This is an optimization exercise on Yosys and OpenROAD, whose aim is small area and a short achievable clock period, not a production implementation.
The RTL was checked by simulation tests, not by an equivalence proof against the original design.

### flow/design.v
module NormalizedDecoder (
    output [22:0] result,
    output [4:0]  shift_times,
    input  [23:0] in
);
wire        z16 = ~|in[23:8];
wire [23:0] s16 = z16 ? {in[7:0], 16'd0} : in;
wire        z8  = ~|s16[23:16];
wire [23:0] s8  = z8 ? {s16[15:0], 8'd0} : s16;
wire        z4  = ~|s8[23:20];
wire [23:0] s4  = z4 ? {s8[19:0], 4'd0} : s8;
wire        z2  = ~|s4[23:22];
wire [23:0] s2  = z2 ? {s4[21:0], 2'd0} : s4;
wire        z1  = ~s2[23];
wire [23:0] s1  = z1 ? {s2[22:0], 1'b0} : s2;
wire in_zero = z16 & ~|in[7:0];
wire defect  = (in[23:11] == 13'b0000000000011) |
               (in[23:10] == 14'b00000000000011);
wire [22:0] neg = -in[22:0];
assign result      = defect ? neg : s1[22:0];
assign shift_times = defect ? 5'd0 : in_zero ? 5'd24 : {z16, z8, z4, z2, z1};
endmodule
module AddOp (
    output reg [31:0] out,
    output reg under_overflow,
    input  [31:0] op1,
    input  [31:0] op2
);
wire        sub = op1[31] ^ op2[31];
wire [7:0]  E1  = op1[30:23];
wire [7:0]  E2  = op2[30:23];
wire [23:0] S1  = {1'b1, op1[22:0]};
wire [23:0] S2  = {1'b1, op2[22:0]};
wire is_result_zero = sub && (op1[30:0] == op2[30:0]);
wire add_with_zero  = ~|op2[30:0];
wire [7:0]  d   = E1 - E2;
wire        big = d > 8'd24;                     
wire [24:0] aligned = {S2, 1'b0} >> d[4:0];
wire [23:0] U = big ? 24'd0 : aligned[24:1];
wire        r = ~big & aligned[0];
wire        sub_big = sub & big;
wire [23:0] xa = S1 ^ {24{sub_big}};
wire [23:0] ya = U  ^ {24{sub & ~big}};
wire [24:0] sum = {1'b0, xa} + {1'b0, ya} + (r ^ sub);
wire [22:0] norm_frac;
wire [4:0]  shift;
NormalizedDecoder nd (.result(norm_frac), .shift_times(shift), .in(sum[23:0]));
wire [8:0] e_sub = {1'b0, E1} - {4'd0, shift};
wire       sub_uf = e_sub[8] | (e_sub[7:0] == 8'd0);    
wire       add_of = (E1 == 8'd254);
always @(*) begin
    out = {op1[31], 31'd0};
    under_overflow = 1'b0;
    if (is_result_zero) begin
        out = 32'd0;
    end
    else if (add_with_zero) begin
        out = op1 | op2;
    end
    else if (!sub && sum[24]) begin
        under_overflow = add_of;
        out[30:23] = E1 + 8'd1;
        out[22:0]  = add_of ? 23'd0 : sum[23:1] + sum[0];
    end
    else if (!sub) begin
        out[30:0] = {E1, sum[22:0]};
    end
    else begin
        under_overflow = sub_uf;
        out[30:0] = sub_uf ? {8'hff, 23'd0} : {e_sub[7:0], norm_frac};
    end
end
endmodule
module MultiOp (
    output reg [31:0] out,
    output reg under_overflow,
    input  [31:0] para1,
    input  [31:0] para2
);
wire [23:0] Sa = {1'b1, para1[22:0]};
wire [23:0] Sb = {1'b1, para2[22:0]};
wire [47:0] prod = Sa * Sb + 48'h400000;
wire [24:0] h    = prod[47:23];
wire        norm = h[24];
wire [22:0] frac = norm ? h[23:1] : h[22:0];
wire [8:0] es = para1[30:23] + para2[30:23];
wire [8:0] e0 = es - 9'd127;
wire [8:0] e1 = es - 9'd126;
wire of0 = es >= 9'd382;
wire of1 = es >= 9'd381;
wire uf0 = es < 9'd127;
wire uf1 = es < 9'd126;
wire       of = norm ? of1 : of0;
wire       uf = norm ? uf1 : uf0;
wire [7:0] e  = norm ? e1[7:0] : e0[7:0];
wire mzero = ~|para1 | ~|para2;
always @(*) begin
    under_overflow = ~mzero & (uf | of);
    if (mzero)   out = 32'd0;
    else if (uf) out = 32'hff800000;
    else if (of) out = 32'h7f800000;
    else         out = {para1[31] ^ para2[31], e, frac};
end
endmodule
module FP_ALU_SYN (
    output reg [31:0] out,
    output reg under_overflow,
    output zero,
    input  [31:0] para1,
    input  [31:0] para2,
    input  [1:0]  ALU_op,
    input  clk
);
wire [31:0] p2_eff = {para2[31] ^ (ALU_op == 2'b01), para2[30:0]};
wire        keep   = para1[30:0] >= para2[30:0];
reg [31:0] op1_ff, op2_ff;
reg [1:0]  ALU_op_ff;
always @(posedge clk) begin
    op1_ff    <= keep ? para1  : p2_eff;
    op2_ff    <= keep ? p2_eff : para1;
    ALU_op_ff <= ALU_op;
end
wire [31:0] add_result, multi_result;
wire        add_under_overflow, multi_under_overflow;
AddOp   add   (.out(add_result),   .under_overflow(add_under_overflow),
               .op1(op1_ff), .op2(op2_ff));
MultiOp multi (.out(multi_result), .under_overflow(multi_under_overflow),
               .para1(op1_ff), .para2(op2_ff));
reg [31:0] out_d;
reg        uo_d;
always @(*) begin
    case (ALU_op_ff)
        2'b00, 2'b01: begin out_d = add_result;   uo_d = add_under_overflow;   end
        2'b10:        begin out_d = multi_result; uo_d = multi_under_overflow; end
        default:      begin out_d = 32'd0;        uo_d = 1'b0;                 end
    endcase
end
always @(posedge clk) begin
    out            <= out_d;
    under_overflow <= uo_d;
end
assign zero = ~|out;
endmodule
### flow/run.sh
#!/bin/bash
# synth_recipe.tcl (not shown) runs the flow's synth.tcl, then flattens the netlist and writes it again
# the make line also repeats each setting of config.mk as NAME=value (left out here)
make -C /OpenROAD-flow-scripts/flow DESIGN_CONFIG=/design/flow/config.mk WORK_HOME=/design/flow/orfs CLKGATE_MAP_FILE= SYNTH_SCRIPT=/design/flow/synth_recipe.tcl finish
### flow/config.mk
export PLATFORM = sky130hd
export DESIGN_NAME = FP_ALU_SYN
export DESIGN_NICKNAME = FP_ALU_SYN
export VERILOG_FILES = /design/flow/design.v
export SDC_FILE = /design/flow/constraint.sdc
export NUM_CORES = 4
export LEC_CHECK = 0
export CAP_MARGIN = 20
export CORE_MARGIN = 2
export CORE_UTILIZATION = 40
export SLEW_MARGIN = 20
### flow/constraint.sdc
create_clock -name core_clock -period 16.0 [get_ports {clk}]
set_input_delay 3.2000 -clock core_clock [delete_from_list [all_inputs] [get_ports {clk}]]
set_output_delay 3.2000 -clock core_clock [all_outputs]
set_load 0.01 [all_outputs]
==> key figures <==
Outcome
  • Status: timing/DRC/antenna clean

Synth
  • Yosys reg bits: 99
  • Cells after Synth: 3,679
  • Asr flop ratio synth: 0
  • Syn nets: 4,558
  • Ys flop type: dfxtp_1
  • EDFF count, synth: 0
  • Avg Cell Area, Syn: 8.191 um^2
  • Post-synthesis sequential area ratio: 0.06576
  • Yosys warning total: 3
  • Syn Std Cell Area: 0.03014 mm^2
  • Synth cell types: 88

Min path
  • Hold Path Origin: op1_ff[31]$_DFF_P_
  • HP Class: reg -> reg
  • WHS Path Cells: 2
  • Worst Hold Endpoint: out[31]$_DFF_P_

Placed design
  • Worst slack at placement: 4.323 ns
  • Buffers added on ports: 100
  • Hpwl dp: 90,050 um
  • GPL Wtd Cong: 1.018
  • Cell area after placement: 0.03232 mm^2

Detailed routing
  • DR iter-0 viols: 2,306
  • Via count: 26,350
  • Final wirelength: 113,400 um
  • ANT nets after route: 0
  • Drt drc: 0
  • Pre-antenna DRT Iters: 6
  • Via density: 5.664
  • WL/cell: 24.37 um

Setup path
  • WP data arrival: 12.21 ns
  • CP max-delay cell: or4_1
  • Crit path top cell by count: a21oi_1
  • Worst path max stage delay: 0.91 ns
  • Critical Path Start Type: register
  • CP endpoint kind: register
  • Crit Path Max Fanout: 26
  • Worst Path Required: 16.27 ns
  • Reg2Reg Setup Slack: 4.06 ns
  • Reg2reg path depth: 40
  • Reg2reg end: out[4]$_DFF_P_
  • Worst r2r src: op1_ff[24]$_DFF_P_
  • CP Class: reg -> reg

CTS
  • Total CTS buffers: 9
  • Post-CTS Setup Bufs: 0
  • CTS root buf: clkbuf_16
  • Hold buffers post-CTS: 0
  • Clock sinks: 99
  • TritonCTS clock tree: built
  • Clock-pin slew on the worst setup and hold paths: 0.08 ns
  • Clock latency on the worst-skew pair: 0.42 ns
  • # H-tree levels: 3
  • Cts repair resizes: 0
  • Clock buffer depth: 2

STA
  • Max-slew violation count: 0
  • RSZ-0062 raised after global routing: no
  • Fmax: 83.72 MHz
  • Final setup vio count: 0
  • Final Critical Period: 11.94 ns
  • Worst setup margin: 4.056 ns
  • Slew HR: 0.1748
  • Crit share post-route: 0.7465
  • Setup TNS Final: 0 ns
  • Slew @ Worst Pin: 1.207 ns
  • Hold Vio Cnt, Final: 0
  • Clk_skew: 0.01681 ns

Die
  • # IOs: 101
  • Die area: 0.07755 mm^2
  • Initial Utilization: 0.4041
  • Cell row count: 100
  • Die Height: 278.5 um
  • Die W: 278.5 um
  • Core ar.: 0.07457 mm^2

Cells and area
  • Final Cell Area: 0.03264 mm^2
  • Area taken by multi-input logic gates: 0.02486 mm^2
  • Fill count: 7,562
  • Nets: 4,557
  • Final Util: 0.4377
  • Layout cell share with drive strength beyond 1: 0.06627
  • Layout area overhead: 8.300%
  • Register area: 0.001982 mm^2

Global route
  • Total GRT Usage: 0.2978
  • Vias in the first global route: 26,900
  • First-pass GRT wire length: 172,600 um
  • Largest net degree at the start of global routing: 62
  • Antenna violations before repair: 3
  • GRT overflow: 0

Flow run
  • Max-cap violations: 0
==> routing by layer <==
layer | track usage | part of all wire | routed length (um) | vias up
met4 | 0.1573 | 0.061 | 6918 | 2
met1 | 0.3961 | 0.42 | 47430 | 13100
met5 | 0 | 0.00011 | 13 | -
li1 | - | - | - | 11770
met2 | 0.4674 | 0.44 | 49920 | 1197
met3 | 0.04659 | 0.080 | 9101 | 283
==> cells by family (layout without fill, tap and decap cells) <==
family / Yosys count / count (layout) / share of synthesized area
flip-flops: 99 / 99 / 0.06576
XOR/XNOR: 154 / 154 / 0.04501
other: 0 / 1 / 0
AO/OA/AOI/OAI: 517 / 517 / 0.1138
buffers and inverters: 882 / 885 / 0.1111
multiplexers: 126 / 126 / 0.05098
adder cells (fa/ha/maj): 812 / 812 / 0.4584
AND/OR/NAND/NOR: 1089 / 1089 / 0.1549
==> synth_stat cells (8+ instances only) <==
cell / n / area [um^2]
inv_1: 650 / 2440
fa_1: 487 / 9749
nand2_1: 468 / 1757
nor2_1: 359 / 1348
ha_1: 325 / 4066
clkbuf_1: 174 / 653.1
a21oi_1: 145 / 725.7
xnor2_1: 108 / 945.9
dfxtp_1: 99 / 1982
o21ai_0: 98 / 490.5
mux2_2: 74 / 833.3
nor3_1: 51 / 255.2
nand3_1: 49 / 245.2
nor4_1: 47 / 294.0
xor2_1: 45 / 394.1
mux2i_1: 35 / 350.3
o211ai_1: 27 / 202.7
nand4_1: 26 / 162.7
a21o_1: 24 / 180.2
buf_1: 24 / 90.09
o22ai_1: 21 / 131.4
nor2b_1: 17 / 106.4
nand2b_1: 16 / 100.1
a31oi_1: 15 / 93.84
clkinv_1: 15 / 56.30
a211oi_1: 14 / 105.1
mux4_2: 14 / 315.3
o221ai_1: 14 / 122.6
and2_1: 12 / 75.07
o21bai_1: 12 / 90.09
a21boi_0: 11 / 82.58
or3_1: 11 / 68.82
a211o_1: 10 / 87.58
and3_1: 10 / 62.56
o21ai_1: 10 / 50.05
a221oi_1: 9 / 78.83
buf_2: 9 / 45.04
o31ai_1: 9 / 67.56
a22oi_1: 8 / 60.06
o21a_1: 8 / 60.06
o22a_1: 8 / 70.07
==> how the worst max path moves through the flow <==
stage                       start              to  slack (ns)  depth (start not counted)
3_5_place_dp   op1_ff[23]$_DFF_P_  out[4]$_DFF_P_        4.32                         38
3_3_place_gp   op1_ff[24]$_DFF_P_  out[4]$_DFF_P_        4.52                         40
2_1_floorplan  op1_ff[25]$_DFF_P_  out[4]$_DFF_P_        6.36                         45
4_1_cts        op1_ff[23]$_DFF_P_  out[4]$_DFF_P_        4.31                         38
6_report       op1_ff[24]$_DFF_P_  out[4]$_DFF_P_        4.06                         40
5_1_grt        op1_ff[24]$_DFF_P_  out[4]$_DFF_P_        3.26                         40
==> area by class of cell <==
cell class                      count  share of cell area
Inverter                          671             0.07717
Clock buffer                       10            0.007016
Clock inverter                      5            0.002645
Timing Repair Buffer              199             0.05344
Multi-Input combinational cell   2698              0.7618
Antenna cell                        1          0.00007667
Sequential cell                    99             0.06072
Tap cell                          969             0.03715
==> per-stage QoR <==
step	hold WS, ns	std cells
after global routing	0.7923	4651
after floorplan	0.5469	3679
after global placement	0.6937	4636
after detailed placement	0.7218	4636
final	0.7723	4652
after CTS	0.7512	4651
==> state kept, by name, summed over array words and instances, names as in the netlist <==
signal          cells
op1_ff             32
op2_ff             32
out                32
ALU_op_ff           2
under_overflow      1
==> cells in the final DEF, fill, tap and decap left out, types with 9 or more instances in the layout <==
cell,n
clkbuf_16,9
nor2b_1,16
a21o_1,24
xor2_1,44
and2_1,12
inv_1,650
dfxtp_1,99
o21bai_1,11
nand2b_1,16
clkdlybuf4s50_1,100
o21ai_1,9
a221oi_1,9
or3_1,11
o31ai_1,9
o211ai_1,27
o21ai_0,98
a211o_1,10
a211oi_1,14
mux2_2,74
xnor2_1,105
nor3_1,51
o221ai_1,14
clkinv_1,15
nand4_1,26
mux2i_1,35
nand2_1,468
buf_4,99
a21oi_1,144
ha_1,324
o22ai_1,21
nor2_1,358
and3_1,10
nand3_1,49
a21boi_0,11
nor4_1,47
mux4_2,14
fa_1,487
a31oi_1,15
==> critical path: cells and delay by family (launching register included) <==
| kind | cells | cell delay (ns) |
|---|---|---|
| compound gates | 16 | 4.08 |
| xor+xnor | 4 | 0.85 |
| fa+ha+maj | 4 | 1.38 |
| buf+inv | 3 | 0.81 |
| flops | 1 | 0.64 |
| simple gates | 13 | 3.98 |

## static timing again, ports no longer ideal
In the flow no input, the clock included, has a driving cell. The finished layout below was timed again as built, in two steps.
Step 1: set_driving_cell puts a clkbuf_16 on clk and a buf_2 on each other input, an assumption about the parent block.
Step 2 times the ports against the registers' clock, not the clock port: input delays grow and output delays shrink by t, the midpoint of the rising clock arrivals with the driver on.
Three values: ideal, step 1, step 2; two values: the first two.
t (ns): 0.464
slack for setup (ns): 4.056 / 4.056 / 4.056
clock arrival spread, ns: 0.019 / 0.019
slew at the worst register clock pin (ns): 0.08 / 0.08
pins driven straight from the clock port: 1
After both steps this run still meets setup and hold. For this run, drivers alone change the setup slack by 0.000 ns; drivers and shift together by 0.000 ns.
